This design comes from an exercise in tuning for small area and a short achievable clock period on the open sky130 flow, not from production work. Function was checked by simulation only, so behaviour that the tests miss may differ from the original. Power figures rest on the tool's default switching activity, not on a simulated workload.

==> design.v <==
module mul11_cs(
    input  [10:0] x,
    input  [5:0] neg,
    input  [5:0] one,
    input  [5:0] two,
    output [21:0] r0,
    output [21:0] r1
    );
    wire neg0 = neg[0];
    wire one0 = one[0];
    wire two0 = two[0];
    wire neg1 = neg[1];
    wire one1 = one[1];
    wire two1 = two[1];
    wire neg2 = neg[2];
    wire one2 = one[2];
    wire two2 = two[2];
    wire neg3 = neg[3];
    wire one3 = one[3];
    wire two3 = two[3];
    wire neg4 = neg[4];
    wire one4 = one[4];
    wire two4 = two[4];
    wire neg5 = neg[5];
    wire one5 = one[5];
    wire two5 = two[5];
    wire pp0_0 = ((one0 & x[0]) | (two0 & 1'b0)) ^ neg0;
    wire pp0_1 = ((one0 & x[1]) | (two0 & x[0])) ^ neg0;
    wire pp0_2 = ((one0 & x[2]) | (two0 & x[1])) ^ neg0;
    wire pp0_3 = ((one0 & x[3]) | (two0 & x[2])) ^ neg0;
    wire pp0_4 = ((one0 & x[4]) | (two0 & x[3])) ^ neg0;
    wire pp0_5 = ((one0 & x[5]) | (two0 & x[4])) ^ neg0;
    wire pp0_6 = ((one0 & x[6]) | (two0 & x[5])) ^ neg0;
    wire pp0_7 = ((one0 & x[7]) | (two0 & x[6])) ^ neg0;
    wire pp0_8 = ((one0 & x[8]) | (two0 & x[7])) ^ neg0;
    wire pp0_9 = ((one0 & x[9]) | (two0 & x[8])) ^ neg0;
    wire pp0_10 = ((one0 & x[10]) | (two0 & x[9])) ^ neg0;
    wire pp0_11 = ((one0 & 1'b0) | (two0 & x[10])) ^ neg0;
    wire pp1_0 = ((one1 & x[0]) | (two1 & 1'b0)) ^ neg1;
    wire pp1_1 = ((one1 & x[1]) | (two1 & x[0])) ^ neg1;
    wire pp1_2 = ((one1 & x[2]) | (two1 & x[1])) ^ neg1;
    wire pp1_3 = ((one1 & x[3]) | (two1 & x[2])) ^ neg1;
    wire pp1_4 = ((one1 & x[4]) | (two1 & x[3])) ^ neg1;
    wire pp1_5 = ((one1 & x[5]) | (two1 & x[4])) ^ neg1;
    wire pp1_6 = ((one1 & x[6]) | (two1 & x[5])) ^ neg1;
    wire pp1_7 = ((one1 & x[7]) | (two1 & x[6])) ^ neg1;
    wire pp1_8 = ((one1 & x[8]) | (two1 & x[7])) ^ neg1;
    wire pp1_9 = ((one1 & x[9]) | (two1 & x[8])) ^ neg1;
    wire pp1_10 = ((one1 & x[10]) | (two1 & x[9])) ^ neg1;
    wire pp1_11 = ((one1 & 1'b0) | (two1 & x[10])) ^ neg1;
    wire pp2_0 = ((one2 & x[0]) | (two2 & 1'b0)) ^ neg2;
    wire pp2_1 = ((one2 & x[1]) | (two2 & x[0])) ^ neg2;
    wire pp2_2 = ((one2 & x[2]) | (two2 & x[1])) ^ neg2;
    wire pp2_3 = ((one2 & x[3]) | (two2 & x[2])) ^ neg2;
    wire pp2_4 = ((one2 & x[4]) | (two2 & x[3])) ^ neg2;
    wire pp2_5 = ((one2 & x[5]) | (two2 & x[4])) ^ neg2;
    wire pp2_6 = ((one2 & x[6]) | (two2 & x[5])) ^ neg2;
    wire pp2_7 = ((one2 & x[7]) | (two2 & x[6])) ^ neg2;
    wire pp2_8 = ((one2 & x[8]) | (two2 & x[7])) ^ neg2;
    wire pp2_9 = ((one2 & x[9]) | (two2 & x[8])) ^ neg2;
    wire pp2_10 = ((one2 & x[10]) | (two2 & x[9])) ^ neg2;
    wire pp2_11 = ((one2 & 1'b0) | (two2 & x[10])) ^ neg2;
    wire pp3_0 = ((one3 & x[0]) | (two3 & 1'b0)) ^ neg3;
    wire pp3_1 = ((one3 & x[1]) | (two3 & x[0])) ^ neg3;
    wire pp3_2 = ((one3 & x[2]) | (two3 & x[1])) ^ neg3;
    wire pp3_3 = ((one3 & x[3]) | (two3 & x[2])) ^ neg3;
    wire pp3_4 = ((one3 & x[4]) | (two3 & x[3])) ^ neg3;
    wire pp3_5 = ((one3 & x[5]) | (two3 & x[4])) ^ neg3;
    wire pp3_6 = ((one3 & x[6]) | (two3 & x[5])) ^ neg3;
    wire pp3_7 = ((one3 & x[7]) | (two3 & x[6])) ^ neg3;
    wire pp3_8 = ((one3 & x[8]) | (two3 & x[7])) ^ neg3;
    wire pp3_9 = ((one3 & x[9]) | (two3 & x[8])) ^ neg3;
    wire pp3_10 = ((one3 & x[10]) | (two3 & x[9])) ^ neg3;
    wire pp3_11 = ((one3 & 1'b0) | (two3 & x[10])) ^ neg3;
    wire pp4_0 = ((one4 & x[0]) | (two4 & 1'b0)) ^ neg4;
    wire pp4_1 = ((one4 & x[1]) | (two4 & x[0])) ^ neg4;
    wire pp4_2 = ((one4 & x[2]) | (two4 & x[1])) ^ neg4;
    wire pp4_3 = ((one4 & x[3]) | (two4 & x[2])) ^ neg4;
    wire pp4_4 = ((one4 & x[4]) | (two4 & x[3])) ^ neg4;
    wire pp4_5 = ((one4 & x[5]) | (two4 & x[4])) ^ neg4;
    wire pp4_6 = ((one4 & x[6]) | (two4 & x[5])) ^ neg4;
    wire pp4_7 = ((one4 & x[7]) | (two4 & x[6])) ^ neg4;
    wire pp4_8 = ((one4 & x[8]) | (two4 & x[7])) ^ neg4;
    wire pp4_9 = ((one4 & x[9]) | (two4 & x[8])) ^ neg4;
    wire pp4_10 = ((one4 & x[10]) | (two4 & x[9])) ^ neg4;
    wire pp4_11 = ((one4 & 1'b0) | (two4 & x[10])) ^ neg4;
    wire pp5_0 = (one5 & x[0]) | (two5 & 1'b0);
    wire pp5_1 = (one5 & x[1]) | (two5 & x[0]);
    wire pp5_2 = (one5 & x[2]) | (two5 & x[1]);
    wire pp5_3 = (one5 & x[3]) | (two5 & x[2]);
    wire pp5_4 = (one5 & x[4]) | (two5 & x[3]);
    wire pp5_5 = (one5 & x[5]) | (two5 & x[4]);
    wire pp5_6 = (one5 & x[6]) | (two5 & x[5]);
    wire pp5_7 = (one5 & x[7]) | (two5 & x[6]);
    wire pp5_8 = (one5 & x[8]) | (two5 & x[7]);
    wire pp5_9 = (one5 & x[9]) | (two5 & x[8]);
    wire pp5_10 = (one5 & x[10]) | (two5 & x[9]);
    wire pp5_11 = (one5 & 1'b0) | (two5 & x[10]);
    wire w1 = pp0_6 ^ pp1_4;
    wire w2 = pp0_6 & pp1_4;
    wire w3 = pp0_7 ^ pp1_5;
    wire w4 = pp0_7 & pp1_5;
    wire w5 = pp0_8 ^ pp1_6 ^ pp2_4;
    wire w6 = (pp0_8 & pp1_6) | (pp0_8 & pp2_4) | (pp1_6 & pp2_4);
    wire w7 = pp3_2 ^ pp4_0;
    wire w8 = pp3_2 & pp4_0;
    wire w9 = pp0_9 ^ pp1_7 ^ pp2_5;
    wire w10 = (pp0_9 & pp1_7) | (pp0_9 & pp2_5) | (pp1_7 & pp2_5);
    wire w11 = pp3_3 ^ pp4_1;
    wire w12 = pp3_3 & pp4_1;
    wire w13 = pp0_10 ^ pp1_8 ^ pp2_6;
    wire w14 = (pp0_10 & pp1_8) | (pp0_10 & pp2_6) | (pp1_8 & pp2_6);
    wire w15 = pp3_4 ^ pp4_2 ^ pp5_0;
    wire w16 = (pp3_4 & pp4_2) | (pp3_4 & pp5_0) | (pp4_2 & pp5_0);
    wire w17 = pp0_11 ^ pp1_9 ^ pp2_7;
    wire w18 = (pp0_11 & pp1_9) | (pp0_11 & pp2_7) | (pp1_9 & pp2_7);
    wire w19 = pp3_5 ^ pp4_3 ^ pp5_1;
    wire w20 = (pp3_5 & pp4_3) | (pp3_5 & pp5_1) | (pp4_3 & pp5_1);
    wire w21 = pp1_10 ^ pp2_8 ^ pp3_6;
    wire w22 = (pp1_10 & pp2_8) | (pp1_10 & pp3_6) | (pp2_8 & pp3_6);
    wire w23 = pp4_4 ^ pp5_2 ^ neg0;
    wire w24 = (pp4_4 & pp5_2) | (pp4_4 & neg0) | (pp5_2 & neg0);
    wire w25 = pp1_11 ^ pp2_9 ^ pp3_7;
    wire w26 = (pp1_11 & pp2_9) | (pp1_11 & pp3_7) | (pp2_9 & pp3_7);
    wire w27 = pp4_5 ^ pp5_3 ^ neg0;
    wire w28 = (pp4_5 & pp5_3) | (pp4_5 & neg0) | (pp5_3 & neg0);
    wire w29 = pp2_10 ^ pp3_8 ^ pp4_6;
    wire w30 = (pp2_10 & pp3_8) | (pp2_10 & pp4_6) | (pp3_8 & pp4_6);
    wire w31 = pp5_4 ^ ~neg0 ^ ~neg1;
    wire w32 = (pp5_4 & ~neg0) | (pp5_4 & ~neg1) | (~neg0 & ~neg1);
    wire w33 = pp2_11 ^ pp3_9 ^ pp4_7;
    wire w34 = (pp2_11 & pp3_9) | (pp2_11 & pp4_7) | (pp3_9 & pp4_7);
    wire w35 = pp5_5 ^ 1'b1;
    wire w36 = pp5_5 & 1'b1;
    wire w37 = pp3_10 ^ pp4_8 ^ pp5_6;
    wire w38 = (pp3_10 & pp4_8) | (pp3_10 & pp5_6) | (pp4_8 & pp5_6);
    wire w39 = pp3_11 ^ pp4_9;
    wire w40 = pp3_11 & pp4_9;
    wire w41 = pp0_4 ^ pp1_2;
    wire w42 = pp0_4 & pp1_2;
    wire w43 = pp0_5 ^ pp1_3;
    wire w44 = pp0_5 & pp1_3;
    wire w45 = w1 ^ pp2_2 ^ pp3_0;
    wire w46 = (w1 & pp2_2) | (w1 & pp3_0) | (pp2_2 & pp3_0);
    wire w47 = w2 ^ w3 ^ pp2_3;
    wire w48 = (w2 & w3) | (w2 & pp2_3) | (w3 & pp2_3);
    wire w49 = w4 ^ w5 ^ w7;
    wire w50 = (w4 & w5) | (w4 & w7) | (w5 & w7);
    wire w51 = w6 ^ w8 ^ w9;
    wire w52 = (w6 & w8) | (w6 & w9) | (w8 & w9);
    wire w53 = w10 ^ w12 ^ w13;
    wire w54 = (w10 & w12) | (w10 & w13) | (w12 & w13);
    wire w55 = w14 ^ w16 ^ w17;
    wire w56 = (w14 & w16) | (w14 & w17) | (w16 & w17);
    wire w57 = w18 ^ w20 ^ w21;
    wire w58 = (w18 & w20) | (w18 & w21) | (w20 & w21);
    wire w59 = w22 ^ w24 ^ w25;
    wire w60 = (w22 & w24) | (w22 & w25) | (w24 & w25);
    wire w61 = w26 ^ w28 ^ w29;
    wire w62 = (w26 & w28) | (w26 & w29) | (w28 & w29);
    wire w63 = w30 ^ w32 ^ w33;
    wire w64 = (w30 & w32) | (w30 & w33) | (w32 & w33);
    wire w65 = w34 ^ w36 ^ w37;
    wire w66 = (w34 & w36) | (w34 & w37) | (w36 & w37);
    wire w67 = w38 ^ w39 ^ pp5_7;
    wire w68 = (w38 & w39) | (w38 & pp5_7) | (w39 & pp5_7);
    wire w69 = w40 ^ pp4_10 ^ pp5_8;
    wire w70 = (w40 & pp4_10) | (w40 & pp5_8) | (pp4_10 & pp5_8);
    wire w71 = pp4_11 ^ pp5_9;
    wire w72 = pp4_11 & pp5_9;
    wire w73 = pp0_2 ^ pp1_0;
    wire w74 = pp0_2 & pp1_0;
    wire w75 = pp0_3 ^ pp1_1;
    wire w76 = pp0_3 & pp1_1;
    wire w77 = w41 ^ pp2_0 ^ neg2;
    wire w78 = (w41 & pp2_0) | (w41 & neg2) | (pp2_0 & neg2);
    wire w79 = w42 ^ w43 ^ pp2_1;
    wire w80 = (w42 & w43) | (w42 & pp2_1) | (w43 & pp2_1);
    wire w81 = w44 ^ w45 ^ neg3;
    wire w82 = (w44 & w45) | (w44 & neg3) | (w45 & neg3);
    wire w83 = w46 ^ w47 ^ pp3_1;
    wire w84 = (w46 & w47) | (w46 & pp3_1) | (w47 & pp3_1);
    wire w85 = w48 ^ w49 ^ neg4;
    wire w86 = (w48 & w49) | (w48 & neg4) | (w49 & neg4);
    wire w87 = w50 ^ w51 ^ w11;
    wire w88 = (w50 & w51) | (w50 & w11) | (w51 & w11);
    wire w89 = w52 ^ w53 ^ w15;
    wire w90 = (w52 & w53) | (w52 & w15) | (w53 & w15);
    wire w91 = w54 ^ w55 ^ w19;
    wire w92 = (w54 & w55) | (w54 & w19) | (w55 & w19);
    wire w93 = w56 ^ w57 ^ w23;
    wire w94 = (w56 & w57) | (w56 & w23) | (w57 & w23);
    wire w95 = w58 ^ w59 ^ w27;
    wire w96 = (w58 & w59) | (w58 & w27) | (w59 & w27);
    wire w97 = w60 ^ w61 ^ w31;
    wire w98 = (w60 & w61) | (w60 & w31) | (w61 & w31);
    wire w99 = w62 ^ w63 ^ w35;
    wire w100 = (w62 & w63) | (w62 & w35) | (w63 & w35);
    wire w101 = w64 ^ w65 ^ ~neg2;
    wire w102 = (w64 & w65) | (w64 & ~neg2) | (w65 & ~neg2);
    wire w103 = w66 ^ w67 ^ 1'b1;
    wire w104 = (w66 & w67) | (w66 & 1'b1) | (w67 & 1'b1);
    wire w105 = w68 ^ w69 ^ ~neg3;
    wire w106 = (w68 & w69) | (w68 & ~neg3) | (w69 & ~neg3);
    wire w107 = w70 ^ w71 ^ 1'b1;
    wire w108 = (w70 & w71) | (w70 & 1'b1) | (w71 & 1'b1);
    wire w109 = w72 ^ pp5_10 ^ ~neg4;
    wire w110 = (w72 & pp5_10) | (w72 & ~neg4) | (pp5_10 & ~neg4);
    wire w111 = pp5_11 ^ 1'b1;
    wire w112 = pp5_11 & 1'b1;
    assign r0 = {w110, w108, w106, w104, w102, w100, w98, w96, w94, w92, w90, w88, w86, w84, w82, w80, w78, w76, w74, w73, pp0_1, pp0_0};
    assign r1 = {w111, w109, w107, w105, w103, w101, w99, w97, w95, w93, w91, w89, w87, w85, w83, w81, w79, w77, w75, neg1, 1'b0, neg0};
endmodule
module booth_enc11(
    input  [10:0] y,
    output [5:0] neg,
    output [5:0] one,
    output [5:0] two
    );
    assign neg[0] = y[1];
    assign one[0] = y[0] ^ 1'b0;
    assign two[0] = (y[1] & ~y[0] & ~1'b0) | (~y[1] & y[0] & 1'b0);
    assign neg[1] = y[3];
    assign one[1] = y[2] ^ y[1];
    assign two[1] = (y[3] & ~y[2] & ~y[1]) | (~y[3] & y[2] & y[1]);
    assign neg[2] = y[5];
    assign one[2] = y[4] ^ y[3];
    assign two[2] = (y[5] & ~y[4] & ~y[3]) | (~y[5] & y[4] & y[3]);
    assign neg[3] = y[7];
    assign one[3] = y[6] ^ y[5];
    assign two[3] = (y[7] & ~y[6] & ~y[5]) | (~y[7] & y[6] & y[5]);
    assign neg[4] = y[9];
    assign one[4] = y[8] ^ y[7];
    assign two[4] = (y[9] & ~y[8] & ~y[7]) | (~y[9] & y[8] & y[7]);
    assign neg[5] = 1'b0;
    assign one[5] = y[10] ^ y[9];
    assign two[5] = (1'b0 & ~y[10] & ~y[9]) | (~1'b0 & y[10] & y[9]);
endmodule
module lzc12(
    input  [11:0] op,
    output [3:0]  cnt
    );
    assign cnt =
        op[11] ? 4'd0 : op[10] ? 4'd1 : op[9] ? 4'd2 : op[8] ? 4'd3 :
        op[7] ? 4'd4 : op[6] ? 4'd5 : op[5] ? 4'd6 : op[4] ? 4'd7 :
        op[3] ? 4'd8 : op[2] ? 4'd9 : op[1] ? 4'd10 : op[0] ? 4'd11 : 4'd12;
endmodule
module fpu_cmp_core(
    input  [15:0] a,
    input  [15:0] b,
    output        ge
    );
    wire gt, eq;
    mag_cmp15 u_mag(.x(a[14:0]), .y(b[14:0]), .gt(gt), .eq(eq));
    assign ge = (a[15] ^ b[15]) ? ~a[15] : (a[15] ? ~gt : (gt | eq));
endmodule
module mag_cmp15(
    input  [14:0] x,
    input  [14:0] y,
    output        gt,
    output        eq
    );
    wire [15:0] g0 = {1'b0, x & ~y};
    wire [15:0] e0 = {1'b1, ~(x ^ y)};
    wire [7:0] g1, e1;
    wire [3:0] g2, e2;
    wire [1:0] g3, e3;
    genvar i;
    generate
        for (i = 0; i < 8; i = i + 1) begin : l1
            assign g1[i] = g0[2*i+1] | (e0[2*i+1] & g0[2*i]);
            assign e1[i] = e0[2*i+1] & e0[2*i];
        end
        for (i = 0; i < 4; i = i + 1) begin : l2
            assign g2[i] = g1[2*i+1] | (e1[2*i+1] & g1[2*i]);
            assign e2[i] = e1[2*i+1] & e1[2*i];
        end
        for (i = 0; i < 2; i = i + 1) begin : l3
            assign g3[i] = g2[2*i+1] | (e2[2*i+1] & g2[2*i]);
            assign e3[i] = e2[2*i+1] & e2[2*i];
        end
    endgenerate
    assign gt = g3[1] | (e3[1] & g3[0]);
    assign eq = e3[1] & e3[0];
endmodule
module fpu16_top(
    input         aclk,
    input  [15:0] a,
    input  [15:0] b,
    input         a_valid,
    input         b_valid,
    output [15:0] add_result,
    output        add_valid,
    output [15:0] sub_result,
    output        sub_valid,
    output [15:0] mul_result,
    output        mul_valid,
    output [7:0]  cmp_result,
    output        cmp_valid
    );
    reg v0, v1, v2, v3, v4, v5;
    always @(posedge aclk) begin
        v0 <= a_valid & b_valid;
        v1 <= v0; v2 <= v1; v3 <= v2; v4 <= v3; v5 <= v4;
    end
    reg [15:0] a0, b0;
    reg cmp_q;
    wire ge;
    fpu_cmp_core u_cmp(.a(a), .b(b), .ge(ge));
    always @(posedge aclk) begin
        a0 <= a;
        b0 <= b;
        cmp_q <= ge;
    end
    assign cmp_result = {7'b0, cmp_q};
    assign cmp_valid = v0;
    wire a_gt, a_eq;
    mag_cmp15 u_agt(.x(a0[14:0]), .y(b0[14:0]), .gt(a_gt), .eq(a_eq));
    wire h_a0 = |a0[14:10];
    wire h_b0 = |b0[14:10];
    wire [4:0] ea0 = {a0[14:11], a0[10] | ~h_a0};
    wire [4:0] eb0 = {b0[14:11], b0[10] | ~h_b0};
    wire [4:0] dab = ea0 - eb0;
    wire [4:0] dba = eb0 - ea0;
    wire [5:0] bn_a, bo_a, bt_a, bn_b, bo_b, bt_b;
    booth_enc11 u_bea(.y({h_a0, a0[9:0]}), .neg(bn_a), .one(bo_a), .two(bt_a));
    booth_enc11 u_beb(.y({h_b0, b0[9:0]}), .neg(bn_b), .one(bo_b), .two(bt_b));
    reg [14:0] l1, s1;
    reg ls1, es1, fs1, hl1, hs1;
    reg [5:0] bo1, bt1;
    reg [4:0] d1;
    always @(posedge aclk) begin
        l1  <= a_gt ? a0[14:0] : b0[14:0];
        s1  <= a_gt ? b0[14:0] : a0[14:0];
        ls1 <= a_gt ? a0[15] : b0[15];
        es1 <= a0[15] ^ b0[15];
        fs1 <= a_gt ? a0[15] : ~b0[15];
        hl1 <= a_gt ? h_a0 : h_b0;
        hs1 <= a_gt ? h_b0 : h_a0;
        bo1 <= a_gt ? bo_b : bo_a;
        bt1 <= a_gt ? bt_b : bt_a;
        d1  <= a_gt ? dab : dba;
    end
    wire [4:0] le1 = {l1[14:11], l1[10] | ~hl1};
    wire [4:0] se1 = {s1[14:11], s1[10] | ~hs1};
    wire [13:0] s_ext = {hs1, s1[9:0], 3'b0};
    wire [13:0] s_shr = d1[4] ? 14'b0 : s_ext >> d1[3:0];
    wire [13:0] s_lost = d1[4] ? s_ext : s_ext & ~(14'h3fff << d1[3:0]);
    reg [14:0] l2;
    reg [13:0] sal2;
    reg ls2, es2, fs2, hl2, linf2, pani2, bz2;
    always @(posedge aclk) begin
        l2    <= l1;
        sal2  <= {s_shr[13:1], s_shr[0] | (|s_lost)};
        ls2   <= ls1;
        es2   <= es1;
        fs2   <= fs1;
        hl2   <= hl1;
        linf2 <= &l1[14:10];
        pani2 <= es1 & (&s1[14:10]) & ~(|l1[9:0]) & ~(|s1[9:0]);
        bz2   <= ~hl1 & ~(|l1[9:0]);
    end
    wire [13:0] sal_e = linf2 ? 14'b0 : sal2;
    wire [13:0] l_ext = {hl2, l2[9:0], 3'b0};
    reg [14:0] ps3;
    reg [13:0] ms3;
    reg [4:0] le3;
    reg linf3, ls3, es3, fs3, pani3, bz3;
    always @(posedge aclk) begin
        ps3   <= {1'b0, l_ext} + {1'b0, sal_e};
        ms3   <= l_ext - sal_e;
        le3   <= {l2[14:11], l2[10] | ~hl2};
        linf3 <= linf2;
        ls3   <= ls2;
        es3   <= es2;
        fs3   <= fs2;
        pani3 <= pani2;
        bz3   <= bz2;
    end
    wire p_nf = ps3[14];
    wire [9:0] p_fr = p_nf ? ps3[13:4] : ps3[12:3];
    wire p_g  = p_nf ? ps3[3] : ps3[2];
    wire p_r  = p_nf ? ps3[2] : ps3[1];
    wire p_st = p_nf ? (ps3[1] | ps3[0]) : ps3[0];
    wire [4:0] p_e = p_nf ? le3 + 5'd1 : (ps3[13] ? le3 : 5'd0);
    wire p_inc = p_g & (p_r | p_st | p_fr[0]);
    wire [10:0] m_force = (le3 >= 5'd12) ? 11'b0 : (11'b1 << (5'd11 - le3));
    wire [10:0] m_top = ms3[13:3] | m_force;
    wire [3:0] m_sh =
        m_top[10] ? 4'd0 : m_top[9] ? 4'd1 : m_top[8] ? 4'd2 : m_top[7] ? 4'd3 :
        m_top[6] ? 4'd4 : m_top[5] ? 4'd5 : m_top[4] ? 4'd6 : m_top[3] ? 4'd7 :
        m_top[2] ? 4'd8 : m_top[1] ? 4'd9 : m_top[0] ? 4'd10 : 4'd11;
    wire [13:0] m_n = ms3 << m_sh;
    wire [10:0] m_t = ms3[13:3];
    wire [3:0] m_lz =
        m_t[10] ? 4'd0 : m_t[9] ? 4'd1 : m_t[8] ? 4'd2 : m_t[7] ? 4'd3 :
        m_t[6] ? 4'd4 : m_t[5] ? 4'd5 : m_t[4] ? 4'd6 : m_t[3] ? 4'd7 :
        m_t[2] ? 4'd8 : m_t[1] ? 4'd9 : m_t[0] ? 4'd10 : 4'd11;
    wire [5:0] m_ed = {1'b0, le3} - {2'b0, m_lz};
    wire [4:0] m_e = (m_ed[5] | (m_ed == 6'd0)) ? 5'd0 : m_ed[4:0];
    wire m_inc = (m_sh == 4'd0) ? ms3[2] & (ms3[1] | ms3[0] | ms3[3]) :
                 (m_sh == 4'd1) ? ms3[1] & (ms3[0] | ms3[2]) : 1'b0;
    reg [14:0] pv4, mv4;
    reg pinc4, minc4, mz4, linf4, ls4, es4, fs4, pani4, bz4;
    always @(posedge aclk) begin
        pv4   <= {p_e, p_fr};
        pinc4 <= p_inc;
        mv4   <= {m_e, m_n[12:3]};
        minc4 <= m_inc;
        mz4   <= ~(|ms3);
        linf4 <= linf3;
        ls4   <= ls3;
        es4   <= es3;
        fs4   <= fs3;
        pani4 <= pani3;
        bz4   <= bz3;
    end
    wire [14:0] p_rnd = pv4 + pinc4;
    wire [14:0] m_rnd = mv4 + minc4;
    wire [14:0] p_res = ((&p_rnd[14:10]) & ~linf4) ? 15'h7c00 : p_rnd;
    wire [14:0] m_res = ((&m_rnd[14:10]) & ~linf4) ? 15'h7c00 : m_rnd;
    wire [14:0] add_mag = es4 ? m_res : p_res;
    wire [14:0] sub_mag = es4 ? p_res : m_res;
    wire zs = bz4 & ls4 & ~es4;
    wire [15:0] add_c = pani4 ? 16'hfe00 : bz4 ? {zs, 15'b0} :
                        (es4 & mz4) ? 16'b0 : {ls4, add_mag};
    wire [15:0] sub_c = pani4 ? 16'hfe00 : bz4 ? {zs, 15'b0} :
                        (~es4 & mz4) ? 16'b0 : {fs4, sub_mag};
    reg [15:0] add_q, sub_q;
    reg add_vq, sub_vq;
    always @(posedge aclk) begin
        add_q  <= add_c;
        sub_q  <= sub_c;
        add_vq <= v4 & ~(&add_c[14:10]);
        sub_vq <= v4 & ~(&sub_c[14:10]);
    end
    assign add_result = add_q;
    assign add_valid = add_vq;
    assign sub_result = sub_q;
    assign sub_valid = sub_vq;
    wire [10:0] m_x = {hl1, l1[9:0]};
    wire [10:0] m_y = {hs1, s1[9:0]};
    wire [21:0] cs0, cs1;
    wire [5:0] bn1 = {1'b0, m_y[9], m_y[7], m_y[5], m_y[3], m_y[1]};
    mul11_cs u_mul(.x(m_x), .neg(bn1), .one(bo1), .two(bt1), .r0(cs0), .r1(cs1));
    reg [21:0] cs0_2, cs1_2;
    reg [6:0] t2;
    reg msg2, nan2, psel2, zero2;
    always @(posedge aclk) begin
        cs0_2 <= cs0;
        cs1_2 <= cs1;
        t2    <= {2'b0, le1} + {2'b0, se1} - 7'd15;
        msg2  <= es1;
        nan2  <= &l1[14:10];
        psel2 <= (&s1[14:10]) & (ls1 ^ fs1);
        zero2 <= ~hs1 & ~(|s1[9:0]);
    end
    wire [21:0] q_sum = cs0_2 + cs1_2;
    wire [9:0] payload = psel2 ? sal2[12:3] : l2[9:0];
    reg [21:0] q3;
    reg [6:0] t3;
    reg msg3, nan3, zero3;
    always @(posedge aclk) begin
        q3    <= nan2 ? {2'b01, payload, 10'b0} : q_sum;
        t3    <= t2;
        msg3  <= msg2;
        nan3  <= nan2;
        zero3 <= zero2;
    end
    wire [3:0] lq;
    lzc12 u_lq(q3[21:10], lq);
    wire normal = ~t3[6] & (t3[5:0] >= {2'b0, lq});
    reg [21:0] q4;
    reg [6:0] l4, e4;
    reg normal4, msg4, nan4, zero4;
    always @(posedge aclk) begin
        q4      <= q3;
        l4      <= normal ? {3'b0, lq} : t3;
        e4      <= t3 + 7'd1 - {3'b0, lq};
        normal4 <= normal;
        msg4    <= msg3;
        nan4    <= nan3;
        zero4   <= zero3;
    end
    wire [32:0] q_pad = {q4, 11'b0};
    wire [6:0] q_sh = 7'd11 - l4;
    wire [32:0] q_z = q_pad >> q_sh[4:0];
    wire [11:0] win = q_z[21:10];
    wire [22:0] below = ~({23{1'b1}} << q_sh[4:0]);
    wire st4 = |(q4 & below[22:1]);
    wire [6:0] e4p1 = e4 + 7'd1;
    reg [10:0] mant5;
    reg [4:0] e5;
    reg inc5, ovn5, ovc5, normal5, msg5, nan5, zero5;
    always @(posedge aclk) begin
        mant5   <= win[11:1];
        inc5    <= win[0] & (st4 | win[1]);
        e5      <= e4[4:0];
        ovn5    <= normal4 & ($signed(e4) > 30);
        ovc5    <= normal4 & ($signed(e4p1) > 30);
        normal5 <= normal4;
        msg5    <= msg4;
        nan5    <= nan4;
        zero5   <= zero4;
    end
    wire [11:0] mr = {1'b0, mant5} + inc5;
    wire carry = inc5 & (&mant5);
    wire ovf = carry ? ovc5 : ovn5;
    wire [4:0] field = ~normal5 ? {4'b0, mr[10]} : carry ? e5 + 5'd1 : e5;
    wire [15:0] mul_c = nan5 ? {msg5, 5'b11111, mr[9:0]} : zero5 ? {msg5, 15'b0} :
                        ovf ? {msg5, 5'b11111, 10'b0} : {msg5, field, mr[9:0]};
    wire mul_err = nan5 | (ovf & ~zero5);
    reg [15:0] mul_q;
    reg mul_vq;
    always @(posedge aclk) begin
        mul_q  <= mul_c;
        mul_vq <= v5 & ~mul_err;
    end
    assign mul_result = mul_q;
    assign mul_valid = mul_vq;
endmodule
==> flow/run.sh <==
#!/bin/bash
# The standard layout, with buf_2 cells as the port buffers and setup repair
# aimed at a 2.65 ns period (slack margin 5.35 ns at the 8 ns clock).
set -euo pipefail
bash standard.sh SETUP_SLACK_MARGIN=5.24 "BUFFER_PORTS_ARGS=-buffer_cell sky130_fd_sc_hd__buf_2" finish > standard.log 2>&1
==> standard.sh <==
#!/bin/bash
# synth_recipe.tcl (not shown) runs the flow's synth.tcl, then flattens the netlist and writes it again
# the make line also repeats each setting of config.mk as NAME=value (left out here)
make -C /OpenROAD-flow-scripts/flow DESIGN_CONFIG=/design/flow/config.mk WORK_HOME=/design/flow/orfs CLKGATE_MAP_FILE= SYNTH_SCRIPT=/design/flow/synth_recipe.tcl "${@:-finish}"
==> config.mk <==
export PLATFORM = sky130hd
export DESIGN_NAME = fpu16_top
export DESIGN_NICKNAME = fpu16_top
export VERILOG_FILES = /design/flow/design.v
export SDC_FILE = /design/flow/constraint.sdc
export NUM_CORES = 4
export LEC_CHECK = 0
export ABC_AREA = 1
export CAP_MARGIN = 20
export CORE_MARGIN = 2
export CORE_UTILIZATION = 55
export SETUP_SLACK_MARGIN = 5.0
export SLEW_MARGIN = 20
==> constraint.sdc <==
create_clock -name core_clock -period 8.0 [get_ports {aclk}]
set_input_delay 1.6000 -clock core_clock [delete_from_list [all_inputs] [get_ports {aclk}]]
set_output_delay 1.6000 -clock core_clock [all_outputs]
set_load 0.01 [all_outputs]
==> run notes, run 1 <==
post-route ant nets=0; Final Hold Fails=0; post-DP HPWL=36.9 mm; first-pass GRT wire length=76.6 mm; num rows=69; Final Wtd Congestion=0.987; CP cell instances=clkinv_2, o22ai_1, xor2_1, fa_1, inv_1, fa_1, inv_1, fa_1; Buffers on Ports=87; RSZ-0062 raised after global routing=true; Arr. time, crit path=3.15 ns; WP depth=8; WL per Instance=16.0 µm; Synth Area in XOR/XNOR=0.0534; Yosys warnings=1; final worst setup slack=5.29 ns; peak supply drop=0.285 mV; Final Skew=0.0197 ns; initial antenna violation count=0; Worst-Margin Slew=0.741 ns; Critical Path Start Type=flop; Design Power=9.33 mW; Post-synth top cells=nand2_1 (411), dfxtp_1 (396), inv_1 (335), o21ai_0 (201), nor2_1 (170); vias in the first global route=15,300; final setup fails=0; PD cells=414 mW/mm²; post-synthesis cell type count=65; latest clock arrival within the worst-skew pair=0.57 ns; CTS sink count=396; area grow syn2layout=13.7%; first drt pass iteration count=7; IO Count=95; crit-path max FO=10; setup TNS=0 ns; mapped cell area=0.0198 mm²; Crit Path Class=reg2reg; top-count cell post-synth=nand2_1; Core ar.=0.0356 mm²; GRT overflow=0; CTS tree=built; Worst Reg2Reg Path Length in Cells=8; Layout Nets=2,796; WP buf/inv=3; post-place setup slack=4.53 ns; DRT iter0 DRCs=1,017; Chip Width=194 µm; GRT Util Overall=0.248; hold depth=0; hold buffer count at CTS=0; die height=194 µm; cts bufs inserted=42; drc violations=0; initial core utilization=0.558; Critical-path top delay cell=fa_1; Setup crit end kind=flop; area fraction in compound gates after synthesis=0.146; outcome=timing/DRC/antenna clean; Seq/Total Area, Yosys=0.399; HP Class=reg2reg; Max Cap Viol=0; portion of netlist area occupied by mux cells=0.00630; largest family of logic cells by synthesized area=simple AND/OR/NAND/NOR gates; Avg Cell Area, Syn=8.05 µm²; Vias/cell=5.41; Die ar.=0.0376 mm²; CTS max path bufs=3; max_slew headroom=0.501; post-route design area=0.0226 mm²; DRT Wirelength=49.2 mm; layout cells sized above 1=0.120; Clock Tree Root=clkbuf_16; CTS H-tree depth=2; Seq cells post-synth=396; Placed Area=0.0206 mm²; crit-path max cell delay=0.45 ns; non-filler cells in the finished layout=3,068; fillcell total=3,152; leading area contributor after synthesis=dfxtp_1; top cell type's share of synthesized area=0.399; storage element area=0.00798 mm²; ys flop type=dfxtp_1; Tcrit/Tclk final=0.339; number of flops mapped to enable cells by yosys=0; final slew viol count=0; Cells after Synth=2,466; Synth Area in Adders=0.136; leakage power=10.7 nW; CP top delay family=adder cells; fraction of registers with async set/reset=0; multi-input combinational cell area=0.0104 mm²; n_diodes=0; Clock transition at path regs=0.06 ns; largest net degree at the start of global routing=87; total number of vias=16,600; Tmin final=2.71 ns; Placed Instances=2,950; CP most frequent cell=fa_1; Post-Synth Simple-Gate Area=0.174; FMAX=369 MHz; critical path required time=8.44 ns; most area-consuming cells after synthesis=dfxtp_1 (40%), ha_1 (8.8%), nand2_1 (7.8%)
[layout make-up]
type	count	share of cell area
Tap cell	461	0.0256
Multi-Input combinational cell	1647	0.461
Inverter	354	0.0621
Clock buffer	61	0.0557
Timing Repair inverter	5	0.00155
Sequential cell	396	0.354
Clock inverter	16	0.00737
Timing Repair Buffer	128	0.0335
[state kept, by name (all words and copies together), names as in the netlist, 15 cells and up]
| name | flops |
|---|---|
| q4 | 22 |
| l1 | 15 |
| cs1_2 | 21 |
| a0 | 16 |
| b0 | 16 |
| add_q | 16 |
| pv4 | 15 |
| q3 | 22 |
| sub_q | 16 |
| mv4 | 15 |
| cs0_2 | 22 |
| l2 | 15 |
| mul_q | 16 |
[metrics by stage]
stage               hold slack, ns  utilization
CTS                          0.321        0.622
floorplan                    0.310            -
global placement             0.310        0.578
global route                 0.327        0.635
finish                       0.320        0.635
detailed placement           0.312        0.578
[routing by layer]
layer  share of wire  up-vias  track usage
met5               0        -            0
met4           0.045        0        0.102
met3           0.055      150       0.0364
met2            0.47      615        0.421
met1            0.43     7536        0.316
li1                -     8294            -
[power by group]
group          switching (mW)  total [mW]  internal (mW)
logic                    2.56        4.15           1.58
clock network           0.777        1.97           1.19
registers               0.504        3.22           2.72
[layout by cell type (no fill, tap or decap), drive strengths merged, types with 2 or more instances in the layout]
cell type,netlist,routed
a31oi,11,11
nand3,131,131
o21a,6,6
o221ai,7,7
o211ai,7,7
conb,1,7
ha,139,139
o31ai,10,10
and3,2,2
o311ai,3,3
nor2,179,179
nand4,14,14
a211oi,8,8
inv,340,329
clkinv,14,21
a221oi,2,2
nand2,416,416
o21bai,9,9
a2111oi,2,2
xnor2,18,18
and2,2,2
clkbuf,48,61
nor3,26,26
fa,48,48
mux2,4,4
clkinvlp,0,22
xor2,103,103
a21o,3,3
or2,8,8
dfxtp,396,396
o22ai,67,67
bufinv,0,3
a21oi,168,168
buf,27,128
nand3b,9,9
mux2i,8,8
nor4,11,11
o21ai,207,207
[kinds of logic after synthesis]
group / Yosys count
AOI/OAI and AO/OA: 518
xor gates and xnor gates: 121
buffers and inverters: 429
adders and majority gates: 187
DFF: 396
and+or+nand+nor: 802
other: 1
muxes: 12
[path summary, 6_finish.rpt]
check	end	start	slack, ns
setup / recovery	cs1_2[13]	bo1[2]	5.29
hold / removal	fs4	fs3	0.32
setup reg to reg	cs1_2[13]	bo1[2]	5.29
hold reg to reg	fs4	fs3	0.32
[repair_timing]
| item | in CTS | in global routing |
|---|---|---|
| cloned | 1 | 4 |
| setup endpoints to repair | 60 | 50 |
| resized for setup | 30 | 73 |
| setup buffers | 5 | 31 |
| pin swaps | 1 | 7 |
==> inputs of run 2 (changes only) <==
==> flow/run.sh (replaced) <==
#!/bin/bash
# The standard layout, with buf_2 cells as the port buffers and setup repair
# aimed at a 2.65 ns period (slack margin 5.35 ns at the 8 ns clock).
set -euo pipefail
bash standard.sh SETUP_SLACK_MARGIN=5.28 "BUFFER_PORTS_ARGS=-buffer_cell sky130_fd_sc_hd__buf_2" finish > standard.log 2>&1
==> run 2 against run 1 <==
Compared with the run above:
- synthesized cell count unchanged
- register-to-register slack better by 0.03 ns
- critical path type unchanged
- setup slack improved by 0.028 ns
- sequential power about the same
- core utilization grew 0.43 points
- first-iteration DRC count grew 1.8%
- clock-buffer cell count unchanged
==> run notes, run 2 <==
outcome=timing/DRC/antenna clean; M1 WL=21.1 mm; multi-input combinational cell area=0.0105 mm²; CP cell instances=clkinvlp_4, o22ai_1, xor2_1, fa_1, inv_1, fa_1, inv_1, fa_1; Largest regs=cs0_2 x22, q3 x22, q4 x22; CP most frequent cell=fa_1; Chip Width=194 µm; Avg Cell Area, Syn=8.05 µm²; number of flops mapped to enable cells by yosys=0; total number of vias=16,500; leading area contributor after synthesis=dfxtp_1; Tmin final=2.68 ns; CTS H-tree depth=2; WP buf/inv=3; R2R Setup Slk=5.32 ns; final setup fails=0; critical path required time=8.44 ns; Tcrit/Tclk final=0.336; CTS sink count=396; met2 WL=23.2 mm; Critical Path Start Type=flop; final slew viol count=0; hold buffer count at CTS=0; leading cell type in the layout, fill and taps excluded=nand2_1; Worst-Margin Slew=0.687 ns; largest net degree at the start of global routing=87; setup TNS=0 ns; CTS tree=built; n_diodes=0; Core ar.=0.0356 mm²; Vias/cell=5.37; Final Hold Fails=0; Layout Nets=2,800; fraction of registers with async set/reset=0; Final Skew=0.0180 ns; FMAX=373 MHz; cts bufs inserted=42; final worst setup slack=5.32 ns; Int Power=5.51 mW; post-route ant nets=0; Comb power frac=0.446; Seq/Total Area, Yosys=0.399; switch share=0.412; top-count cell post-synth=nand2_1; top cell type's share of synthesized area=0.399; commonest non-fill, non-tap cells in the layout=nand2_1 (411), dfxtp_1 (376), inv_1 (320), o21ai_0 (193), a21oi_1 (164); peak supply drop=0.285 mV; Buffers on Ports=87; Critical-path top delay cell=fa_1; IO Count=95; Setup crit end kind=flop; PD cells=412 mW/mm²; Die ar.=0.0376 mm²; first-pass GRT wire length=77.3 mm; most area-consuming cells after synthesis=dfxtp_1 (40%), ha_1 (8.8%), nand2_1 (7.8%); fillcell total=3,107; Yosys warnings=1; DRT Wirelength=49.2 mm; top sig layer=met4; post-place setup slack=4.53 ns; non-filler cells in the finished layout=3,072; crit-path max cell delay=0.46 ns; Crit Path Class=reg2reg; Met3 Routed Length=2.83 mm; HP Class=reg2reg; area grow syn2layout=14.5%; initial antenna violation count=0; first drt pass iteration count=5; part of the power in registers=0.344; layout cells sized above 1=0.129; latest clock arrival within the worst-skew pair=0.56 ns; CP top delay family=adder cells; CTS max path bufs=3; drc violations=0; Placed Instances=2,950; Seq cells post-synth=396; max_slew headroom=0.541; Arr. time, crit path=3.12 ns; post-synthesis cell type count=65; mapped cell area=0.0198 mm²; Clock transition at path regs=0.06 ns; ys flop type=dfxtp_1; die height=194 µm; Cells after Synth=2,466; WL per Instance=16.0 µm; Clock power frac=0.210; DRT iter0 DRCs=1,035; post-DP HPWL=36.9 mm; GRT Util Overall=0.251; GRT overflow=0; Final Wtd Congestion=0.987; num rows=69; Clock Tree Root=clkbuf_16; RSZ-0062 raised after global routing=true; sw power=3.85 mW; vias in the first global route=15,500; crit-path max FO=6; leakage power=10.7 nW; initial core utilization=0.558; storage element area=0.00798 mm²; Post-synth top cells=nand2_1 (411), dfxtp_1 (396), inv_1 (335), o21ai_0 (201), nor2_1 (170); Max Cap Viol=0
-- run 2: cell counts after synthesis --
Identical to the previous run, type by type.
-- run 2: layer usage --
metal  vias to the layer above  track usage
li1                       8300            -
met1                      7499        0.318
met2                       568        0.424
met3                       126       0.0398
met4                         0        0.108
met5                         -            0
-- run 2: what timing repair did --
| item | in CTS | in global routing |
|---|---|---|
| endpoints found under the setup margin | 71 | 63 |
| pin swaps | 1 | 11 |
| setup buffers | 16 | 24 |
| gates cloned | 2 | 3 |
| resized for setup | 41 | 90 |
-- run 2: logic make-up (layout without fill, tap and decap cells) --
| logic type | count (synthesis) | after routing | share of synthesized area |
|---|---|---|---|
| compound gates | 518 | 518 | 0.146 |
| fa+ha+maj | 187 | 187 | 0.136 |
| buf+inv | 429 | 567 | 0.0847 |
| other cells | 1 | 7 | 0.000189 |
| flops | 396 | 396 | 0.399 |
| xor+xnor | 121 | 121 | 0.0534 |
| mux | 12 | 12 | 0.00630 |
| simple gates | 802 | 803 | 0.174 |
-- run 2: area by class of cell --
| type | count | area share |
|---|---|---|
| clock buffer | 61 | 0.0553 |
| clock inverter | 16 | 0.00732 |
| inverter | 354 | 0.0618 |
| multi-input combinational | 1648 | 0.463 |
| sequential | 396 | 0.351 |
| tap | 461 | 0.0254 |
| timing repair buffer | 132 | 0.0346 |
| timing repair inverter | 4 | 0.00110 |
-- run 2: worst paths after layout --
check | from | end | cells after the start
worst min register to register | t2[6] | t3[6] | 0
worst max register to register | l1[7] | cs1_2[12] | 8
worst max-delay path | l1[7] | cs1_2[12] | 8
worst min-delay path | t2[6] | t3[6] | 0
-- run 2: power by group through the flow --
stage                     Combinational [mW]  Sequential (mW)  Clock, mW
after floorplan                         2.96             3.09          0
after global placement                  3.87             3.23          0
after detailed placement                3.96             3.24          0
after CTS                               4.04             3.21       2.01
after global routing                    4.75             3.29       2.09
final                                   4.17             3.22       1.97
-- run 2: through the flow --
step / area, µm² / utilization / power (mW) / hold WS [ns]
after floorplan: 19900 / - / 6.05 / 0.310
after global placement: 20600 / 0.578 / 7.10 / 0.310
after detailed placement: 20600 / 0.578 / 7.20 / 0.312
after CTS: 22200 / 0.625 / 9.25 / 0.321
after global routing: 22700 / 0.639 / 10.1 / 0.327
final: 22700 / 0.639 / 9.36 / 0.320
==> inputs of run 3 (changes only) <==
--- a/config.mk
+++ b/config.mk
@@ -11,2 +11,4 @@
 export CORE_UTILIZATION = 55
+export CTS_CLUSTER_DIAMETER = 100
+export CTS_CLUSTER_SIZE = 30
 export SETUP_SLACK_MARGIN = 5.0
==> run 3 against run 2 <==
Compared with the run above:
- global-route usage fell by 0.64 points
- combinational power barely moved
- maximum frequency up 1.0%
- sequential cell count unchanged
- clock skew is 0.010 ns higher
- sequential share of layout area grew 1.4 points
- non-clock buffer count up 5
- total power shrank 9.6%
- clock-buffer cell count decreased by 41
- routed wire length decreased by 2.1%
- first-iteration DRC count fell by 10%
- critical path type unchanged
- critical endpoint unchanged
- largest power group unchanged
==> run notes, run 3 <==
setup TNS=0 ns; peak supply drop=0.273 mV; Largest regs=cs0_2 x22, q3 x22, q4 x22; Seq cells post-synth=396; post-DP HPWL=36.9 mm; RSZ-0062 raised after global routing=true; outcome=timing/DRC/antenna clean; Worst-Margin Slew=0.673 ns; CTS H-tree depth=1; num rows=69; max_slew headroom=0.551; first drt pass iteration count=7; n_diodes=0; hold buffer count at CTS=0; CTS tree=built; Post-synth top cells=nand2_1 (411), dfxtp_1 (396), inv_1 (335), o21ai_0 (201), nor2_1 (170); HP Class=reg2reg; most area-consuming cells after synthesis=dfxtp_1 (40%), ha_1 (8.8%), nand2_1 (7.8%); Synth Area in Adders=0.136; Synth Area in XOR/XNOR=0.0534; fillcell total=3,180; Tcrit/Tclk final=0.332; Final Hold Fails=0; leading cell type in the layout, fill and taps excluded=nand2_1; final slew viol count=0; Cells after Synth=2,466; final setup fails=0; largest family of logic cells by synthesized area=simple AND/OR/NAND/NOR gates; Chip Width=194 µm; first-pass GRT wire length=75.8 mm; DRT iter0 DRCs=927; Buffers on Ports=87; fraction of registers with async set/reset=0; latest clock arrival within the worst-skew pair=0.56 ns; initial antenna violation count=1; portion of netlist area occupied by mux cells=0.00630; Clock power frac=0.128; leakage power=10.3 nW; Avg Cell Area, Syn=8.05 µm²; drc violations=0; CTS max path bufs=3; IO Count=95; Post-Synth Simple-Gate Area=0.174; initial core utilization=0.558; Critical Path Start Type=flop; crit-path max FO=8; Tmin final=2.66 ns; Yosys warnings=1; top cell type's share of synthesized area=0.399; top-count cell post-synth=nand2_1; Final Skew=0.0281 ns; Crit Path Class=reg2reg; leading area contributor after synthesis=dfxtp_1; critical path required time=8.44 ns; area fraction in compound gates after synthesis=0.146; CTS sink count=396; Worst Reg2Reg Path Length in Cells=8; part of the power in registers=0.379; cts bufs inserted=18; Max Cap Viol=0; final core occ=0.615; commonest non-fill, non-tap cells in the layout=nand2_1 (410), dfxtp_1 (374), inv_1 (318), o21ai_0 (194), nor2_1 (166); hold depth=0; Int Power=4.77 mW; post-synthesis cell type count=65; GRT Util Overall=0.244; switch share=0.436; post-route ant nets=0; Layout Nets=2,782; Core ar.=0.0356 mm²; ys flop type=dfxtp_1; worst r2r dst=cs1_2[12]; number of flops mapped to enable cells by yosys=0; area grow syn2layout=10.2%; hold_sp=l2[12]; Arr. time, crit path=3.10 ns; Setup crit end kind=flop; layout cells sized above 1=0.114; GRT overflow=0; R2R Setup Slk=5.34 ns; PD cells=387 mW/mm²; FMAX=376 MHz; hold endpoint=le3[2]; Final Wtd Congestion=0.987; die height=194 µm; Seq/Total Area, Yosys=0.399; Die ar.=0.0376 mm²; Comb power frac=0.492; WL per Instance=15.9 µm; Vias/cell=5.41; mapped cell area=0.0198 mm²; sw power=3.69 mW; DRT Wirelength=48.1 mm; largest net degree at the start of global routing=87; Reg-to-Reg Start=l1[3]; vias in the first global route=15,200; total number of vias=16,400; Clock transition at path regs=0.11 ns; Clock Tree Root=clkbuf_16
run 3: layer usage:
| metal | global-route usage | routed length [µm] | up-vias |
|---|---|---|---|
| li1 | - | - | 8221 |
| met1 | 0.313 | 21000 | 7426 |
| met2 | 0.411 | 22300 | 597 |
| met3 | 0.0322 | 2620 | 125 |
| met4 | 0.110 | 2160 | 2 |
| met5 | 0 | 8 | - |
run 3: power by group through the flow:
stage | registers (mW) | clock network, mW | logic, mW
global placement | 3.23 | 0 | 3.87
floorplan | 3.09 | 0 | 2.96
global route | 3.28 | 1.18 | 4.74
finish | 3.21 | 1.09 | 4.17
CTS | 3.20 | 1.12 | 4.02
detailed placement | 3.24 | 0 | 3.96
run 3: worst max path at each step:
stage | slack [ns] | cells after the start | to | from
floorplan | 5.30 | 9 | cmp_q | b[1]
global placement | 4.79 | 12 | inc5 | l4[2]
detailed placement | 4.53 | 12 | inc5 | l4[2]
CTS | 5.22 | 15 | ms3[13] | linf2
global route | 5.22 | 17 | l4[0] | q3[10]
finish | 5.34 | 8 | cs1_2[12] | l1[3]
run 3: critical path, stage by stage, from the launching register on:
cell	delay, ns
dfxtp_2	0.40
clkinvlp_4	0.21
buf_4	0.19
o22ai_1	0.21
xor2_1	0.12
fa_1	0.42
fa_1	0.51
inv_1	0.05
fa_1	0.43
run 3: what timing repair did:
action | CTS | global route
pin swaps | 1 | 10
gates resized for setup | 46 | 85
cloned | 2 | 4
endpoints found under the setup margin | 81 | 67
buffers inserted | 17 | 28
run 3: cell type report:
type                    count  area [µm²]  area share
multi-input cells        1647       10500       0.478
flip-flops and latches    396        7990       0.365
inverters                 354        1410      0.0643
repair buffers            137         840      0.0384
well taps                 461         577      0.0264
clock buffers              20         489      0.0224
clock inverters             3        68.8     0.00315
repair inverters            6        37.5     0.00172
run 3: stage by stage:
step / area (µm²) / hold slack (ns) / setup slack [ns] / cells / total power, mW
floorplan: 19900 / 0.310 / 5.30 / 2472 / 6.05
CTS: 21400 / 0.327 / 5.22 / 2992 / 8.34
finish: 21900 / 0.331 / 5.34 / 3024 / 8.46
detailed placement: 20600 / 0.312 / 4.53 / 2950 / 7.20
global route: 21900 / 0.327 / 5.22 / 3024 / 9.21
global placement: 20600 / 0.310 / 4.79 / 2950 / 7.10
run 3: cell families (layout without fill, tap and decap cells):
logic type / after synthesis / in the layout
flip-flops: 396 / 396
multiplexers: 12 / 12
AO/OA/AOI/OAI: 518 / 518
adder cells (fa/ha/maj): 187 / 187
other: 1 / 7
AND/OR/NAND/NOR: 802 / 802
XOR/XNOR: 121 / 121
buffers and inverters: 429 / 520
==> inputs of run 4 (changes only) <==
--- a/config.mk
+++ b/config.mk
@@ -11,4 +11,4 @@
 export CORE_UTILIZATION = 55
-export CTS_CLUSTER_DIAMETER = 100
-export CTS_CLUSTER_SIZE = 30
+export CTS_CLUSTER_DIAMETER = 80
+export CTS_CLUSTER_SIZE = 25
 export SETUP_SLACK_MARGIN = 5.0
==> run 4 against run 3 <==
Compared with the run above:
- still clean
- cell count increased by 0.56%
- cell area rose by 1.6%
- via count hardly changed
- clock-buffer cell count increased by 6
- clock power is 25% higher
- global-route usage increased by 0.28 points
- maximum frequency down 2.7%
- largest power group unchanged
- highest routed layer is now met4
==> run notes, run 4 <==
Placed Instances=2,950; die height=194 µm; Largest regs=cs0_2 x22, q3 x22, q4 x22; Tmin final=2.73 ns; Arr. time, crit path=3.21 ns; GRT Util Overall=0.247; Cells after Synth=2,466; critical path required time=8.48 ns; leading cell type in the layout, fill and taps excluded=nand2_1; leading area contributor after synthesis=dfxtp_1; Seq cells post-synth=396; Crit Path Class=reg2reg; Hold WS=0.325 ns; commonest non-fill, non-tap cells in the layout=nand2_1 (410), dfxtp_1 (375), inv_1 (320), o21ai_0 (194), nor2_1 (165); area grow syn2layout=12.0%; Worst Reg2Reg Path Length in Cells=8; CTS tree=built; FMAX=366 MHz; PD cells=394 mW/mm²; GRT overflow=0; final worst setup slack=5.27 ns; Clock transition at path regs=0.09 ns; initial core utilization=0.558; post-DP HPWL=36.9 mm; ys flop type=dfxtp_1; Clock Tree Root=clkbuf_16; R2R Setup Slk=5.27 ns; DRT iter0 DRCs=1,063; hold buffer count at CTS=0; n_diodes=0; Avg Cell Area, Syn=8.05 µm²; latest clock arrival within the worst-skew pair=0.57 ns; vias in the first global route=15,300; num rows=69; Final Wtd Congestion=0.987; global routing's busiest layer=met2; Vias/cell=5.38; post-synthesis cell type count=65; Buffers on Ports=87; RSZ-0062 raised after global routing=true; post-route ant nets=0; number of flops mapped to enable cells by yosys=0; Tcrit/Tclk final=0.341; outcome=timing/DRC/antenna clean; cts bufs inserted=25; IO Count=95; WL per Instance=16.0 µm; first drt pass iteration count=5; Seq/Total Area, Yosys=0.399; Die ar.=0.0376 mm²; leakage power=10.5 nW; GRT met2 Usage=0.422; setup TNS=0 ns; Core ar.=0.0356 mm²; CTS max path bufs=3; Layout Nets=2,789; DRT Wirelength=48.7 mm; Critical Path Start Type=flop; Setup crit end kind=flop; final slew viol count=0; crit-path max FO=6; first-pass GRT wire length=76.8 mm; top cell type's share of synthesized area=0.399; Post-synth top cells=nand2_1 (411), dfxtp_1 (396), inv_1 (335), o21ai_0 (201), nor2_1 (170); hold depth=0; Final Skew=0.0261 ns; Max Cap Viol=0; Chip Width=194 µm; drc violations=0; mapped cell area=0.0198 mm²; HP Class=reg2reg; largest net degree at the start of global routing=87; final setup fails=0; Final Hold Fails=0; total number of vias=16,400; layout cells sized above 1=0.122; peak supply drop=0.271 mV; non-filler cells in the finished layout=3,041; top-count cell post-synth=nand2_1; most area-consuming cells after synthesis=dfxtp_1 (40%), ha_1 (8.8%), nand2_1 (7.8%); Worst-Margin Slew=0.668 ns; met1 Usage GRT=0.321; post-place setup slack=4.53 ns; max_slew headroom=0.554; CTS sink count=396; fillcell total=3,130; CTS H-tree depth=1; Yosys warnings=1; GRT met3 Usage=0.0292; initial antenna violation count=0; fraction of registers with async set/reset=0
-- run 4: power by group --
group | switching (mW) | internal [mW]
logic | 2.57 | 1.61
registers | 0.500 | 2.71
clock network | 0.737 | 0.622
-- run 4: stage by stage --
stage,instance area (µm²),power (mW),utilization
floorplan,19900,6.05,-
global placement,20600,7.10,0.578
detailed placement,20600,7.20,0.578
CTS,21700,8.64,0.610
global route,22200,9.52,0.625
finish,22200,8.75,0.625
-- run 4: layout make-up --
| type | instances | area, µm² | area share |
|---|---|---|---|
| repair inverters | 4 | 25.0 | 0.00113 |
| flip-flops and latches | 396 | 7990 | 0.360 |
| clock inverters | 14 | 191 | 0.00861 |
| well taps | 461 | 577 | 0.0260 |
| clock buffers | 26 | 639 | 0.0288 |
| repair buffers | 139 | 876 | 0.0394 |
| multi-input cells | 1647 | 10500 | 0.473 |
| inverters | 354 | 1400 | 0.0631 |
-- run 4: timing repair --
| action | 4_1_cts | 5_1_grt |
|---|---|---|
| setup buffers | 22 | 25 |
| pin swaps | 1 | 15 |
| resized for setup | 47 | 86 |
| gates cloned | 2 | 2 |
| endpoints found under the setup margin | 75 | 73 |
-- run 4: worst max-delay path, cell delays in order (launching register included) --
cell,delay (ns)
dfxtp_4,0.41
clkinvlp_4,0.12
buf_2,0.19
o22ai_2,0.15
xor2_1,0.28
fa_1,0.49
fa_1,0.46
fa_1,0.49
inv_1,0.04
-- run 4: path summary, 6_finish.rpt --
path	end	startpoint
setup / recovery	cs1_2[15]	l1[6]
hold / removal	t3[6]	t2[6]
hold reg to reg	t3[6]	t2[6]
setup reg to reg	cs1_2[15]	l1[6]
-- run 4: cells by family (layout without fill, tap and decap cells) --
kind of cell / after synthesis / after routing / synth area share
xor+xnor: 121 / 121 / 0.0534
flops: 396 / 396 / 0.399
other cells: 1 / 7 / 0.000189
mux: 12 / 12 / 0.00630
compound gates: 518 / 518 / 0.146
simple gates: 802 / 802 / 0.174
fa+ha+maj: 187 / 187 / 0.136
buf+inv: 429 / 537 / 0.0847
-- run 4: routing by layer --
metal / part of all wire / wire, µm
met1: 0.44 / 21200
met2: 0.47 / 23000
met3: 0.052 / 2530
met4: 0.040 / 1920
met5: 0 / 0
==> inputs of run 5 (changes only) <==
--- a/flow/run.sh
+++ b/flow/run.sh
@@ -2,3 +2,3 @@
 # The standard layout, with buf_2 cells as the port buffers and setup repair
-# aimed at a 2.65 ns period (slack margin 5.35 ns at the 8 ns clock).
+# aimed at a 2.72 ns period (slack margin 5.28 ns at the 8 ns clock).
 set -euo pipefail
--- a/config.mk
+++ b/config.mk
@@ -7,3 +7,3 @@
 export LEC_CHECK = 0
-export ABC_AREA = 1
+export ABC_AREA = 0
 export CAP_MARGIN = 20
@@ -11,4 +11,4 @@
 export CORE_UTILIZATION = 55
-export CTS_CLUSTER_DIAMETER = 80
-export CTS_CLUSTER_SIZE = 25
+export CTS_CLUSTER_DIAMETER = 100
+export CTS_CLUSTER_SIZE = 30
 export SETUP_SLACK_MARGIN = 5.0
==> run 5 against run 4 <==
Compared with the run above:
- critical path depth is 5 higher
- maximum frequency shrank 1.7%
- sequential share of layout area rose by 0.46 points
- clock power decreased by 26%
- cell count is 13% lower
- via count down 11%
- synthesized cell count fell by 14%
- core utilization down 0.74 points
- routed wire length down 11%
- clock skew decreased by 0.0096 ns
- critical endpoint is now mv4[9]
==> run notes, run 5 <==
Seq/Total Area, Yosys=0.398; first-pass GRT wire length=70.2 mm; Post-synth top cells=dfxtp_1 (396), inv_1 (173), nor2_1 (161), nand2_1 (150), ha_1 (139); top-count cell post-synth=dfxtp_1; HP Class=reg2reg; Worst-Margin Slew=0.806 ns; outcome=timing/DRC/antenna clean; Cells after Synth=2,118; number of flops mapped to enable cells by yosys=0; Layout Nets=2,394; Largest regs=cs0_2 x22, q3 x22, q4 x22; PD cells=402 mW/mm²; die height=194 µm; area grow syn2layout=10.4%; post-route design area=0.0220 mm²; initial core utilization=0.559; Avg Cell Area, Syn=9.39 µm²; worst setup path endpoint=mv4[9]; leakage power=9.50 nW; vias in the first global route=13,700; hold_sp=l2[12]; post-DP HPWL=32.7 mm; setup TNS=0 ns; leading cell type in the layout, fill and taps excluded=dfxtp_1; final setup fails=0; cts bufs inserted=17; n_diodes=0; final slew viol count=0; Chip Width=194 µm; top cell type's share of synthesized area=0.398; Final Wtd Congestion=0.900; IO Count=95; leading area contributor after synthesis=dfxtp_1; latest clock arrival within the worst-skew pair=0.52 ns; met2 WL=20.6 mm; Setup crit end kind=flop; post-place setup slack=4.34 ns; peak supply drop=0.282 mV; Core ar.=0.0356 mm²; WL per Instance=16.4 µm; Critical path origin=le3[1]; Max Cap Viol=0; worst r2r dst=mv4[9]; post-route ant nets=0; crit-path max FO=7; Yosys warnings=1; num rows=69; final core occ=0.617; drc violations=0; CTS max path bufs=3; M1 WL=19.8 mm; max_slew headroom=0.462; CTS tree=built; critical path required time=8.40 ns; top sig layer=met4; Final Skew=0.0165 ns; fraction of registers with async set/reset=0; Met3 Routed Length=1.57 mm; Tmin final=2.78 ns; Arr. time, crit path=3.18 ns; largest net degree at the start of global routing=77; final worst setup slack=5.22 ns; CTS H-tree depth=1; Worst Reg2Reg Path Length in Cells=13; R2R Setup Slk=5.22 ns; initial antenna violation count=1; DRT Wirelength=43.1 mm; Die ar.=0.0377 mm²; commonest non-fill, non-tap cells in the layout=dfxtp_1 (365), inv_1 (165), nor2_1 (159), nand2_1 (148), ha_1 (124); Final Hold Fails=0; Buffers on Ports=87; Clock transition at path regs=0.10 ns; CTS sink count=396; first drt pass iteration count=5; Clock Tree Root=clkbuf_16; GRT overflow=0; Critical Path Start Type=flop; DRT iter0 DRCs=709; Vias/cell=5.50; Tcrit/Tclk final=0.347; Placed Area=0.0206 mm²; RSZ-0062 raised after global routing=true; most area-consuming cells after synthesis=dfxtp_1 (40%), ha_1 (8.7%), xnor2_1 (5.0%); ys flop type=dfxtp_1; Crit Path Class=reg2reg; layout cells sized above 1=0.152; mapped cell area=0.0199 mm²; post-synthesis cell type count=82; Reg-to-Reg Start=le3[1]; FMAX=360 MHz; GRT Util Overall=0.223; total number of vias=14,500; Seq cells post-synth=396
## run 5: cell count changes in the layout (fill, tap and decap cells not counted), moves of 38 or more
cell,delta
xnor2_1,+95
inv_1,-155
a21oi_1,-47
nand2_1,-262
nand3_1,-84
a22oi_1,+53
xor2_1,-56
mux2i_1,+43
o22ai_1,-42
mux2_2,+38
o21ai_0,-110
## run 5: final cells by class
type                            count  area (µm²)
Timing Repair inverter              1        5.00
Fill cell                        3001       13600
Clock inverter                      3        57.6
Clock buffer                       17         425
Inverter                          176         684
Multi-Input combinational cell   1448       11300
Tap cell                          461         577
Timing Repair Buffer              132         912
Sequential cell                   396        8000
## run 5: routing by layer
metal  GRT usage  vias up
li1            -     7362
met1       0.296     6745
met2       0.388      320
met3      0.0197       57
met4      0.0629        0
met5           0        -
## run 5: worst min-delay path by stage
stage / end / slack (ns) / cells past startpoint
floorplan: le3[1] / 0.31 / 0
global placement: es3 / 0.31 / 0
detailed placement: es3 / 0.31 / 0
CTS: le3[3] / 0.33 / 0
global route: le3[2] / 0.34 / 0
finish: le3[2] / 0.33 / 0
## run 5: logic make-up after synthesis
family | share of synthesized area
AO/OA/AOI/OAI | 0.151
XOR/XNOR | 0.0696
adder cells (fa/ha/maj) | 0.136
buffers and inverters | 0.0555
flip-flops | 0.398
multiplexers | 0.0662
other | 0.000188
AND/OR/NAND/NOR | 0.122
## run 5: through the flow
stage	total power, mW	std cells	hold slack, ns
2_1_floorplan	6.38	2124	0.310
6_report	8.82	2634	0.331
3_3_place_gp	7.40	2571	0.310
3_5_place_dp	7.47	2571	0.312
4_1_cts	8.67	2611	0.334
5_1_grt	9.59	2634	0.337
## run 5: repair_timing
action,in CTS,in global routing
setup endpoints to repair,120,77
pin swaps,14,30
gates cloned,3,2
hold buffers,0,0
resized for setup,71,59
hold endpoints to repair,0,0
setup buffers,17,21
## run 5: power by group
part,internal [mW],switching [mW],total [mW]
sequential,2.72,0.651,3.37
combinational,2.11,2.33,4.45
clock,0.426,0.576,1.00
total,5.26,3.56,8.82
## run 5: critical path: stages, from the launching register on
cell and delay [ns]:
dfxtp_4 0.37, inv_4 0.04, ha_4 0.17, buf_6 0.12
a211oi_4 0.26, and3_4 0.25, a21o_1 0.17, a211oi_2 0.07
a31oi_4 0.27, buf_12 0.14, buf_16 0.12, mux2i_2 0.22
mux2i_1 0.13, a221o_1 0.34
==> inputs of run 6 (changes only) <==
--- a/config.mk
+++ b/config.mk
@@ -7,6 +7,6 @@
 export LEC_CHECK = 0
-export ABC_AREA = 0
+export ABC_AREA = 1
 export CAP_MARGIN = 20
 export CORE_MARGIN = 2
-export CORE_UTILIZATION = 55
+export CORE_UTILIZATION = 50
 export CTS_CLUSTER_DIAMETER = 100
==> run 6 against run 5 <==
Compared with the run above:
- still clean
- synthesized cell count increased by 16%
- global-route usage increased by 0.48 points
- hold slack worse by 0.0045 ns
- clock skew increased by 0.0031 ns
==> run notes, run 6 <==
critical path required time=8.42 ns; vias in the first global route=15,200; max_slew headroom=0.587; IO Count=95; PD cells=384 mW/mm²; Final Skew=0.0196 ns; GRT Util Overall=0.228; Final Hold Fails=0; Tmin final=2.66 ns; cts bufs inserted=18; DRT iter0 DRCs=1,060; Clock transition at path regs=0.11 ns; CTS sink count=396; Final Wtd Congestion=0.890; Vias/cell=5.24; Yosys warnings=1; setup TNS=0 ns; Max Cap Viol=0; CTS tree=built; Arr. time, crit path=3.09 ns; Chip Width=203 µm; Crit Path Class=reg2reg; Design Power=8.45 mW; mapped cell area=0.0198 mm²; area grow syn2layout=10.9%; die height=203 µm; commonest non-fill, non-tap cells in the layout=nand2_1 (408), dfxtp_1 (374), inv_1 (316), o21ai_0 (197), a21oi_1 (166); HP Class=reg2reg; Tcrit/Tclk final=0.333; initial antenna violation count=1; final slew viol count=0; Critical Path Start Type=flop; Seq cells post-synth=396; outcome=timing/DRC/antenna clean; Seq/Total Area, Yosys=0.399; n_diodes=0; WL per Instance=15.7 µm; post-route design area=0.0220 mm²; layout cells sized above 1=0.117; number of flops mapped to enable cells by yosys=0; latest clock arrival within the worst-skew pair=0.54 ns; top cell type's share of synthesized area=0.399; leading cell type in the layout, fill and taps excluded=nand2_1; peak supply drop=0.189 mV; CTS max path bufs=3; first drt pass iteration count=6; leakage power=10.3 nW; first-pass GRT wire length=76.9 mm; num rows=72; RSZ-0062 raised after global routing=true; fraction of registers with async set/reset=0; drc violations=0; hold buffer count at CTS=0; Setup crit end kind=flop; total number of vias=16,200; Layout Nets=2,790; most area-consuming cells after synthesis=dfxtp_1 (40%), ha_1 (8.8%), nand2_1 (7.8%); post-synthesis cell type count=65; Worst-Margin Slew=0.619 ns; R2R Setup Slk=5.34 ns; multi-input combinational cell area=0.0105 mm²; FMAX=376 MHz; initial core utilization=0.510; ys flop type=dfxtp_1; final setup fails=0; Clock Tree Root=clkbuf_16; largest net degree at the start of global routing=58; top-count cell post-synth=nand2_1; fillcell total=3,671; leading area contributor after synthesis=dfxtp_1; GRT overflow=0
==> run 6: cell types whose count changed after synthesis, moves of 40 or more <==
cell / previous run / this run
a21oi_1: 125 / 167
a22oi_1: 53 / 0
inv_1: 173 / 335
mux2_2: 44 / 4
mux2i_1: 58 / 8
nand2_1: 150 / 411
nand3_1: 41 / 126
o21ai_0: 90 / 201
o22ai_1: 13 / 67
xnor2_1: 113 / 18
xor2_1: 45 / 103
==> run 6: worst paths after layout <==
path | startpoint | endpoint | depth (start not counted)
worst min-delay path | v2 | v3 | 0
worst max register to register | l1[7] | cs1_2[11] | 9
worst max-delay path | l1[7] | cs1_2[11] | 9
worst min register to register | v2 | v3 | 0
==> run 6: logic make-up (layout without fill, tap and decap cells) <==
group | Yosys count | in the layout | share of synthesized area
buf+inv | 429 | 526 | 0.0847
mux | 12 | 12 | 0.00630
other cells | 1 | 7 | 0.000189
fa+ha+maj | 187 | 187 | 0.136
flops | 396 | 396 | 0.399
xor+xnor | 121 | 121 | 0.0534
simple gates | 802 | 804 | 0.174
compound gates | 518 | 518 | 0.146
==> run 6: report_power, final <==
group	switching [mW]	internal, mW
Clock	0.626	0.448
Sequential	0.506	2.71
Combinational	2.55	1.61
Total	3.68	4.77
==> run 6: through the flow <==
stage / hold slack [ns] / util / cells / setup slack [ns]
floorplan: 0.310 / - / 2472 / 5.30
global placement: 0.310 / 0.530 / 3005 / 4.69
detailed placement: 0.312 / 0.530 / 3005 / 4.73
CTS: 0.334 / 0.551 / 3049 / 5.25
global route: 0.329 / 0.566 / 3089 / 5.23
finish: 0.326 / 0.566 / 3089 / 5.34
==> run 6: worst max-delay path, stage by stage, from the launching register on <==
cell and delay [ns]:
dfxtp_4 0.40, clkinvlp_4 0.11, buf_2 0.18, o22ai_1 0.20
xor2_1 0.21, fa_1 0.44, inv_1 0.08, fa_1 0.42
inv_1 0.09, fa_1 0.42
==> run 6: cell type report <==
class	instances	share of cell area
inverter	354	0.0641
tap	518	0.0294
sequential	396	0.363
timing repair buffer	144	0.0406
clock buffer	19	0.0216
timing repair inverter	5	0.00125
multi-input combinational	1649	0.477
clock inverter	4	0.00301
==> run 6: metal layers <==
| layer | GRT usage | vias up | share of wire |
|---|---|---|---|
| li1 | - | 8252 | - |
| met1 | 0.305 | 7332 | 0.45 |
| met2 | 0.382 | 511 | 0.47 |
| met3 | 0.0225 | 95 | 0.051 |
| met4 | 0.0850 | 0 | 0.033 |
| met5 | 0 | - | 0 |
==> run 6: repair_timing <==
item                                    in CTS  in global routing
cloned                                       2                  5
endpoints found under the setup margin      87                 75
pin swaps                                    2                  7
gates resized for setup                     42                 82
setup buffers                               19                 35

Check on run 6: ideal ports give 5.337 ns setup slack; a clkbuf_16 on the clock port and buf_2 on the inputs give 5.337 ns; moving port delays by the midpoint clock arrival (0.588 ns) as well gives 4.958 ns.
